From an optimization exercise on the open Yosys and OpenROAD flow, aimed at small area, a short achievable clock period and few clock cycles; shortcuts taken in it are not production practice.
RTL that was checked went through simulation tests only; none was proved equivalent to the original.
Power and IR drop assume default switching activity.

==> flow/design.v (excerpt) <==
module cpu(clk,reset,s,load,in,out,N,V,Z,w);
  input clk, reset, s, load;
  input [15:0] in;
  output [15:0] out;
  output N, V, Z, w;
  reg  [13:0] ir;
  wire [13:0] ei = {in[14], in[12:0]};
  wire [13:0] e  = load ? ei : ir;
  always @(posedge clk)
    ir <= e;
  wire       movg = e[13];           
  wire [1:0] op   = e[12:11];        
  wire       movi = movg &  op[1];   
  wire       cmp  = ~movg & ~op[1] &  op[0];
  wire       andi = ~movg &  op[1] & ~op[0];
  wire       inv  = ~movg &  op[0];            
  wire [1:0] sh   = e[4:3];
  wire go = s & ~reset;
  reg pend;
  reg [15:0] r0, r1, r2, r3, r4, r5, r6, r7;
  wire [15:0] sum;
  wire        wmovi = ir[13] & ir[12];
  wire [15:0] wdata = wmovi ? {{8{ir[7]}}, ir[7:0]} : sum;
  wire [2:0]  wnum  = wmovi ? ir[10:8] : ir[7:5];
  wire [7:0]  wsel  = pend ? (8'd1 << wnum) : 8'd0;
  always @(posedge clk) begin
    pend <= go & ~cmp;
    if (wsel[0]) r0 <= wdata;
    if (wsel[1]) r1 <= wdata;
    if (wsel[2]) r2 <= wdata;
    if (wsel[3]) r3 <= wdata;
    if (wsel[4]) r4 <= wdata;
    if (wsel[5]) r5 <= wdata;
    if (wsel[6]) r6 <= wdata;
    if (wsel[7]) r7 <= wdata;
  end
  wire [127:0] rf = {r7, r6, r5, r4, r3, r2, r1, r0};
  wire usea_i = ~ei[13] & ~(ei[12] & ei[11]);   
  wire usea_r = ~ir[13] & ~(ir[12] & ir[11]);
  wire [7:0] sa, sb;
  wire fa, fb;
  rdsel sela(ei[10:8], ir[10:8], usea_i, usea_r, load, wsel, sa, fa);
  rdsel selb(ei[2:0],  ir[2:0],  1'b1,   1'b1,   load, wsel, sb, fb);
  wire [15:0] a, bm, b;
  rdport pa(rf, wdata, sa, fa, a);
  rdport pb(rf, wdata, sb, fb, bm);
  shifter shb(bm, sh, b);
  wire [15:0] x1 = ~(a ^ {16{inv | andi}});         
  wire [15:0] x0 = {16{~andi}} & (a ^ {16{inv}});    
  wire [15:0] y1 = {16{~andi & ~inv}} & a;           
  wire [15:0] y0 = {16{inv}} & a;                    
  wire [15:0] y1c = {y1[15:1], y1[0] | (x1[0] & cmp)};
  wire [15:0] y0c = {y0[15:1], y0[0] | (x0[0] & cmp)};
  wire [15:0] pn, gn;
  mux16 mp(b, x1, x0, pn);
  ...
Settings: LEC_CHECK=0, CAP_MARGIN=20, CORE_MARGIN=2, CORE_UTILIZATION=40, SLEW_MARGIN=20, SYNTH_HIERARCHICAL=1, TNS_END_PERCENT=100; clock period 10.0 ns.
standard.sh (not shown) runs the stock make flow with config.mk's settings and CLKGATE_MAP_FILE= SYNTH_SCRIPT=/design/flow/synth_recipe.tcl, a recipe that flattens the netlist after the stock synthesis.
==> flow/flow/run.sh <==
#!/bin/bash
set -euo pipefail
bash standard.sh SETUP_SLACK_MARGIN=6.5 finish > orfs_make.log 2>&1
The starting point finished with timing, DRC and antenna clean.
Edit:
==> flow/run.sh (new file) <==
#!/bin/bash
# synth_recipe.tcl (not shown) runs the flow's synth.tcl, then flattens the netlist and writes it again
# the make line also repeats each setting of config.mk as NAME=value (left out here)
make -C /OpenROAD-flow-scripts/flow DESIGN_CONFIG=/design/flow/config.mk WORK_HOME=/design/flow/orfs CLKGATE_MAP_FILE= SYNTH_SCRIPT=/design/flow/synth_recipe.tcl finish
- SETUP_SLACK_MARGIN: default -> 5
removed: flow/flow/run.sh
removed: flow/standard.sh
After rerunning: Sequential share of layout area grows by 6.0 points; clock skew shrinks by 0.0063 ns; via count shrinks by 7.1%; cell area shrinks by 14%; wire length shrinks by 9.9%; core utilization shrinks by 7.5 points; synthesized area does not change; worst hold slack is worse by 0.0085 ns; register-to-register slack is worse by 0.71 ns; clock-buffer cell count shrinks by 1; sequential cell count stays the same.
No run of this note included a check of the RTL's function; only the layout flow was run.

---

cpu, a different RTL version from the one above (not shown whole).
Size in the first run: roughly 40 I/O pins.
export LEC_CHECK = 0
export CAP_MARGIN = 20
export CORE_MARGIN = 2
export CORE_UTILIZATION = 40
export CTS_BUF_LIST = sky130_fd_sc_hd__clkbuf_4 sky130_fd_sc_hd__clkbuf_8
export CTS_CLUSTER_SIZE = 30
export GPL_ROUTABILITY_DRIVEN = 0
export PLACE_DENSITY = 0.7
export SLEW_MARGIN = 20
export SYNTH_HIERARCHICAL = 1
export TNS_END_PERCENT = 100
create_clock -name core_clock -period 10.0 [get_ports {clk}]
==> flow/flow/run.sh <==
#!/bin/bash
# Layout: the standard ORFS flow (standard.sh: unchanged synthesis,
# floorplan, power grid, placement, CTS and routing), with two settings
# beyond config.mk's list:
#  - the port buffers that global placement inserts are buf_2 cells
#    (buffer_ports otherwise picks a slow delay buffer);
#  - repair_timing aims at MARGIN ns of setup slack.
# The clock, the constraints and the checks are unchanged.
set -euo pipefail
MARGIN=${MARGIN:-5.5}
bash standard.sh "BUFFER_PORTS_ARGS=-buffer_cell sky130_fd_sc_hd__buf_2" \
  "SETUP_SLACK_MARGIN=$MARGIN" finish > orfs_make.log 2>&1
Testbench counts at the start, summed over its fixed seeds: cycles 16,000.
==> next run, changes <==
==> flow/flow/run.sh (replaced) <==
#!/bin/bash
# Layout: the standard ORFS flow (standard.sh: unchanged synthesis,
# floorplan, power grid, placement, CTS and routing), with two settings
# beyond config.mk's list:
#  - the port buffers that global placement inserts are buf_1 cells
#    (buffer_ports otherwise picks a slow delay buffer);
#  - repair_timing aims at MARGIN ns of setup slack.
# The clock, the constraints and the checks are unchanged.
set -euo pipefail
MARGIN=${MARGIN:-5.5}
bash standard.sh "BUFFER_PORTS_ARGS=-buffer_cell sky130_fd_sc_hd__buf_1" \
  "SETUP_SLACK_MARGIN=$MARGIN" finish > orfs_make.log 2>&1
CTS_CLUSTER_SIZE = 40   (was 30)
GPL_ROUTABILITY_DRIVEN = not set   (was 0)
PLACE_DENSITY = not set   (was 0.7)
Result: Sequential power hardly moves. Via count increases by 2.6%. Clock skew barely changes. Worst hold slack gains 0.0032 ns. Routed wire length increases by 8.1%. First-iteration DRC count increases by 5.2%.
==> next run, changes <==
==> flow/flow/run.sh (replaced) <==
#!/bin/bash
# Layout: the standard ORFS flow (standard.sh: unchanged synthesis,
# floorplan, power grid, placement, CTS and routing), with two settings
# beyond config.mk's list:
#  - the port buffers that global placement inserts are buf_2 cells
#    (buffer_ports otherwise picks a slow delay buffer);
#  - repair_timing aims at MARGIN ns of setup slack.
# The clock, the constraints and the checks are unchanged.
set -euo pipefail
MARGIN=${MARGIN:-6}
bash standard.sh "BUFFER_PORTS_ARGS=-buffer_cell sky130_fd_sc_hd__buf_2" \
  "SETUP_SLACK_MARGIN=$MARGIN" finish > orfs_make.log 2>&1
CTS_CLUSTER_SIZE = 30   (was 40)
Result: The new run finished with timing, DRC and antenna clean; setup slack is better by 0.19 ns; power goes up by 2.6%; first-iteration DRC count goes up by 14%; global-route usage goes up by 1.5 points.
==> next run, changes <==
--- a/flow/flow/run.sh
+++ b/flow/flow/run.sh
@@ -8,5 +8,5 @@
 # The clock, the constraints and the checks are unchanged.
 set -euo pipefail
-MARGIN=${MARGIN:-6}
+MARGIN=${MARGIN:-5}
 bash standard.sh "BUFFER_PORTS_ARGS=-buffer_cell sky130_fd_sc_hd__buf_2" \
-  "SETUP_SLACK_MARGIN=$MARGIN" finish > orfs_make.log 2>&1
+  "SETUP_SLACK_MARGIN=$MARGIN" "RECOVER_POWER=${RECOVER:-100}" finish > orfs_make.log 2>&1
- This time the run reached the layout checks and failed them: max-capacitance violations, max-slew violations
- wire length drops by a little under a tenth
- hold slack hardly moves
- final cell count drops by a few percent
- cell area drops by a little under a tenth
- total power drops by a few percent
- fmax drops by a quarter to a third

## static timing again, ports no longer ideal
No port has a modelled driver above. Below, the same layouts with a new extraction and two added sets of constraints. Step 1 sets driving cells, clkbuf_16 on the clock port and buf_2 on the other inputs (assumed; they add their load-dependent delay and slew). Step 2 times the ports against the registers' clock, not the clock port: input delays grow and output delays shrink by t, the midpoint of the rising clock arrivals with the driver on. a / b / c = ideal / step 1 / step 2; a / b = the first two.
| run | t, ns | setup slack, ns | hold slack, ns | clock arrival spread, ns | worst data-port slew with drivers (ns) |
|---|---|---|---|---|---|
| the first run of note 1 | 0.483 | 5.822 / 5.824 / 5.341 | 0.486 / 0.486 / 0.486 | 0.016 / 0.017 | 0.06 |
| the second run of note 1 | 0.488 | 5.156 / 5.182 / 4.693 | 0.477 / 0.477 / 0.477 | 0.011 / 0.011 | 0.03 |
| the first run of note 2 | 0.510 | 5.519 / 5.497 / 4.987 | 0.474 / 0.474 / 0.474 | 0.018 / 0.019 | 0.06 |
| the second run of note 2 | 0.504 | 5.506 / 5.496 / 4.992 | 0.477 / 0.477 / 0.477 | 0.020 / 0.020 | 0.05 |
| the third run of note 2 | 0.504 | 5.695 / 5.637 / 5.133 | 0.476 / 0.476 / 0.476 | 0.011 / 0.012 | 0.10 |
| the fourth run of note 2 | 0.512 | 4.015 / 4.030 / 3.519 | 0.477 / 0.477 / 0.477 | 0.013 / 0.013 | 0.04 |
The setup slack of the third run of note 2, which loses most, moves by -0.058 ns with the drivers and by -0.562 ns with both steps.
